What follows belongs to an exercise in optimizing a design on an open flow for small area and a short achievable clock period; a production flow would make more cautious choices.
In this exercise RTL edits were held to simulation tests only and were not proved equivalent to the original.

## job 7900
## fp_mult_top
module fp_mult_top (
     clk, rst, rnd, a, b, z, status
);
For scale: ~2,100 cells after synthesis, roughly 110 I/O pins, about 19,000 um2 of cells after synthesis.
clock: 11.0 ns
lec_check: 0
cap_margin: 20
core_margin: 2
core_utilization: 60
cts_buf_list: sky130_fd_sc_hd__clkbuf_4 sky130_fd_sc_hd__clkbuf_8
slew_margin: 20
standard.sh (not shown) runs the stock make flow with config.mk's settings and CLKGATE_MAP_FILE= SYNTH_SCRIPT=/design/flow/synth_recipe.tcl, a recipe that flattens the netlist after the stock synthesis.
==> flow/flow/run.sh <==
#!/bin/bash
# The standard layout (standard.sh) with these make settings:
#  - port buffers are sky130_fd_sc_hd__buf_2 cells
#  - SYNTH_ARGS=-noabc: Yosys synth skips its early generic ABC pass (the
#    registers and their names come out as in the standard synthesis)
#  - DONT_USE_CELLS: the platform's list, plus the slow stacked OR3/OR4/AND4
#    cells, so that mapping builds wide ORs/ANDs from NAND/NOR gates
set -euo pipefail
DU="sky130_fd_sc_hd__probe_p_8 sky130_fd_sc_hd__probec_p_8 sky130_fd_sc_hd__lpflow_bleeder_1 sky130_fd_sc_hd__lpflow_clkbufkapwr_1 sky130_fd_sc_hd__lpflow_clkbufkapwr_16 sky130_fd_sc_hd__lpflow_clkbufkapwr_2 sky130_fd_sc_hd__lpflow_clkbufkapwr_4 sky130_fd_sc_hd__lpflow_clkbufkapwr_8 sky130_fd_sc_hd__lpflow_clkinvkapwr_1 sky130_fd_sc_hd__lpflow_clkinvkapwr_16 sky130_fd_sc_hd__lpflow_clkinvkapwr_2 sky130_fd_sc_hd__lpflow_clkinvkapwr_4 sky130_fd_sc_hd__lpflow_clkinvkapwr_8 sky130_fd_sc_hd__lpflow_decapkapwr_12 sky130_fd_sc_hd__lpflow_decapkapwr_3 sky130_fd_sc_hd__lpflow_decapkapwr_4 sky130_fd_sc_hd__lpflow_decapkapwr_6 sky130_fd_sc_hd__lpflow_decapkapwr_8 sky130_fd_sc_hd__lpflow_inputiso0n_1 sky130_fd_sc_hd__lpflow_inputiso0p_1 sky130_fd_sc_hd__lpflow_inputiso1n_1 sky130_fd_sc_hd__lpflow_inputiso1p_1 sky130_fd_sc_hd__lpflow_inputisolatch_1 sky130_fd_sc_hd__lpflow_isobufsrc_1 sky130_fd_sc_hd__lpflow_isobufsrc_16 sky130_fd_sc_hd__lpflow_isobufsrc_2 sky130_fd_sc_hd__lpflow_isobufsrc_4 sky130_fd_sc_hd__lpflow_isobufsrc_8 sky130_fd_sc_hd__lpflow_isobufsrckapwr_16 sky130_fd_sc_hd__lpflow_lsbuf_lh_hl_isowell_tap_1 sky130_fd_sc_hd__lpflow_lsbuf_lh_hl_isowell_tap_2 sky130_fd_sc_hd__lpflow_lsbuf_lh_hl_isowell_tap_4 sky130_fd_sc_hd__lpflow_lsbuf_lh_isowell_4 sky130_fd_sc_hd__lpflow_lsbuf_lh_isowell_tap_1 sky130_fd_sc_hd__lpflow_lsbuf_lh_isowell_tap_2 sky130_fd_sc_hd__lpflow_lsbuf_lh_isowell_tap_4"
DU="$DU sky130_fd_sc_hd__or4_1 sky130_fd_sc_hd__or4_2 sky130_fd_sc_hd__or4_4"
DU="$DU sky130_fd_sc_hd__or4b_1 sky130_fd_sc_hd__or4b_2 sky130_fd_sc_hd__or4b_4"
DU="$DU sky130_fd_sc_hd__or4bb_1 sky130_fd_sc_hd__or4bb_2 sky130_fd_sc_hd__or4bb_4"
DU="$DU sky130_fd_sc_hd__or3_1 sky130_fd_sc_hd__or3_2 sky130_fd_sc_hd__or3_4"
DU="$DU sky130_fd_sc_hd__or3b_1 sky130_fd_sc_hd__or3b_2 sky130_fd_sc_hd__or3b_4"
DU="$DU sky130_fd_sc_hd__and4_1 sky130_fd_sc_hd__and4_2 sky130_fd_sc_hd__and4_4"
bash standard.sh SETUP_SLACK_MARGIN=5.75 "BUFFER_PORTS_ARGS=-buffer_cell sky130_fd_sc_hd__buf_2" \
    "SYNTH_ARGS=-noabc" "DONT_USE_CELLS=$DU" finish > standard_make.log 2>&1
Here is what was changed in the inputs of job 5778 compared with job 7900.
- an added TNS_END_PERCENT of 0
--- a/flow/flow/run.sh
+++ b/flow/flow/run.sh
@@ -1,5 +1,5 @@
 #!/bin/bash
 # The standard layout (standard.sh) with these make settings:
-#  - port buffers are sky130_fd_sc_hd__buf_2 cells
+#  - port buffers are sky130_fd_sc_hd__buf_1 cells
 #  - SYNTH_ARGS=-noabc: Yosys synth skips its early generic ABC pass (the
 #    registers and their names come out as in the standard synthesis)
@@ -14,4 +14,4 @@
 DU="$DU sky130_fd_sc_hd__or3b_1 sky130_fd_sc_hd__or3b_2 sky130_fd_sc_hd__or3b_4"
 DU="$DU sky130_fd_sc_hd__and4_1 sky130_fd_sc_hd__and4_2 sky130_fd_sc_hd__and4_4"
-bash standard.sh SETUP_SLACK_MARGIN=5.75 "BUFFER_PORTS_ARGS=-buffer_cell sky130_fd_sc_hd__buf_2" \
+bash standard.sh SETUP_SLACK_MARGIN=5.75 "BUFFER_PORTS_ARGS=-buffer_cell sky130_fd_sc_hd__buf_1" \
     "SYNTH_ARGS=-noabc" "DONT_USE_CELLS=$DU" finish > standard_make.log 2>&1
Findings:
- Endpoint of the most critical setup path = hn2: job 7900; endpoint of the most critical setup path = p2[46]: job 5778
- On total stage count of the critical path, job 7900 and job 5778 are neck and neck.
- Changes observed in job 5778 relative to job 7900: wire length the detailed router placed on met1 -about 1.5%; total wire length after detailed routing fell about 2.6%.
- Delta (job 5778 minus job 7900): post-CTS setup buffer count saw an increase, final setup slack of the worst path dropped 0.057 ns, fill cell total of the finished layout grew by 33, global-route wire length before repair moved down.
Edits applied to the flow inputs when going from job 5778 to job 5888:
--- a/flow/flow/run.sh
+++ b/flow/flow/run.sh
@@ -6,4 +6,5 @@
 #  - DONT_USE_CELLS: the platform's list, plus the slow stacked OR3/OR4/AND4
 #    cells, so that mapping builds wide ORs/ANDs from NAND/NOR gates
+#  - SKIP_CTS_REPAIR_TIMING=1: timing repair runs once, after global routing
 set -euo pipefail
 DU="sky130_fd_sc_hd__probe_p_8 sky130_fd_sc_hd__probec_p_8 sky130_fd_sc_hd__lpflow_bleeder_1 sky130_fd_sc_hd__lpflow_clkbufkapwr_1 sky130_fd_sc_hd__lpflow_clkbufkapwr_16 sky130_fd_sc_hd__lpflow_clkbufkapwr_2 sky130_fd_sc_hd__lpflow_clkbufkapwr_4 sky130_fd_sc_hd__lpflow_clkbufkapwr_8 sky130_fd_sc_hd__lpflow_clkinvkapwr_1 sky130_fd_sc_hd__lpflow_clkinvkapwr_16 sky130_fd_sc_hd__lpflow_clkinvkapwr_2 sky130_fd_sc_hd__lpflow_clkinvkapwr_4 sky130_fd_sc_hd__lpflow_clkinvkapwr_8 sky130_fd_sc_hd__lpflow_decapkapwr_12 sky130_fd_sc_hd__lpflow_decapkapwr_3 sky130_fd_sc_hd__lpflow_decapkapwr_4 sky130_fd_sc_hd__lpflow_decapkapwr_6 sky130_fd_sc_hd__lpflow_decapkapwr_8 sky130_fd_sc_hd__lpflow_inputiso0n_1 sky130_fd_sc_hd__lpflow_inputiso0p_1 sky130_fd_sc_hd__lpflow_inputiso1n_1 sky130_fd_sc_hd__lpflow_inputiso1p_1 sky130_fd_sc_hd__lpflow_inputisolatch_1 sky130_fd_sc_hd__lpflow_isobufsrc_1 sky130_fd_sc_hd__lpflow_isobufsrc_16 sky130_fd_sc_hd__lpflow_isobufsrc_2 sky130_fd_sc_hd__lpflow_isobufsrc_4 sky130_fd_sc_hd__lpflow_isobufsrc_8 sky130_fd_sc_hd__lpflow_isobufsrckapwr_16 sky130_fd_sc_hd__lpflow_lsbuf_lh_hl_isowell_tap_1 sky130_fd_sc_hd__lpflow_lsbuf_lh_hl_isowell_tap_2 sky130_fd_sc_hd__lpflow_lsbuf_lh_hl_isowell_tap_4 sky130_fd_sc_hd__lpflow_lsbuf_lh_isowell_4 sky130_fd_sc_hd__lpflow_lsbuf_lh_isowell_tap_1 sky130_fd_sc_hd__lpflow_lsbuf_lh_isowell_tap_2 sky130_fd_sc_hd__lpflow_lsbuf_lh_isowell_tap_4"
@@ -14,4 +15,4 @@
 DU="$DU sky130_fd_sc_hd__or3b_1 sky130_fd_sc_hd__or3b_2 sky130_fd_sc_hd__or3b_4"
 DU="$DU sky130_fd_sc_hd__and4_1 sky130_fd_sc_hd__and4_2 sky130_fd_sc_hd__and4_4"
-bash standard.sh SETUP_SLACK_MARGIN=5.75 "BUFFER_PORTS_ARGS=-buffer_cell sky130_fd_sc_hd__buf_1" \
-    "SYNTH_ARGS=-noabc" "DONT_USE_CELLS=$DU" finish > standard_make.log 2>&1
+bash standard.sh SETUP_SLACK_MARGIN=6.25 "BUFFER_PORTS_ARGS=-buffer_cell sky130_fd_sc_hd__buf_1" \
+    "SYNTH_ARGS=-noabc" "DONT_USE_CELLS=$DU" SKIP_CTS_REPAIR_TIMING=1 finish > standard_make.log 2>&1
Results
- From job 5778 to job 5888 the numbers moved as follows: global routing met3 resource utilization now sits higher; post-route minimum period down 0.070 ns.
- The higher total detailed-routing wirelength of job 5778 and job 5888 is in job 5888.
The following lists how job 9812 was set up differently from job 5888:
--- a/flow/flow/run.sh
+++ b/flow/flow/run.sh
@@ -15,4 +15,4 @@
 DU="$DU sky130_fd_sc_hd__or3b_1 sky130_fd_sc_hd__or3b_2 sky130_fd_sc_hd__or3b_4"
 DU="$DU sky130_fd_sc_hd__and4_1 sky130_fd_sc_hd__and4_2 sky130_fd_sc_hd__and4_4"
-bash standard.sh SETUP_SLACK_MARGIN=6.25 "BUFFER_PORTS_ARGS=-buffer_cell sky130_fd_sc_hd__buf_1" \
+bash standard.sh SETUP_SLACK_MARGIN=6 "BUFFER_PORTS_ARGS=-buffer_cell sky130_fd_sc_hd__buf_1" \
     "SYNTH_ARGS=-noabc" "DONT_USE_CELLS=$DU" SKIP_CTS_REPAIR_TIMING=1 finish > standard_make.log 2>&1
==> comparison <==
Proportion of cell area occupied by multi-input gates, job 9812 and job 5888, lower one = job 9812. The via count in job 9812 was higher than what job 5888 gave. The sequential share of cell area was comparable across job 9812 and job 5888.

## what the ideal ports hide
The results above use ideal ports. As a check the final layouts listed here were re-extracted and re-timed, cells and wires unchanged. Step 1 sets driving cells, clkbuf_16 on the clock port and buf_2 on the other inputs (assumed; they add their load-dependent delay and slew). Step 2 times the ports against the registers' clock, not the clock port: input delays grow and output delays shrink by t, the midpoint of the rising clock arrivals with the driver on. a / b / c = ideal / step 1 / step 2; a / b = the first two.
run | t (ns) | setup WS [ns] | worst setup path at the end | worst slew at a driven data input, ns | cell pins on the clock port's net
job 7900 | 0.530 | 5.793 / 5.793 / 5.793 | register to register | 0.04 | 1
job 5778 | 0.539 | 5.737 / 5.737 / 5.737 | register to register | 0.06 | 1
job 5888 | 0.554 | 5.807 / 5.807 / 5.807 | register to register | 0.04 | 1
job 9812 | 0.545 | 5.719 / 5.719 / 5.719 | register to register | 0.07 | 1
After both steps setup and hold are still met in every run listed.
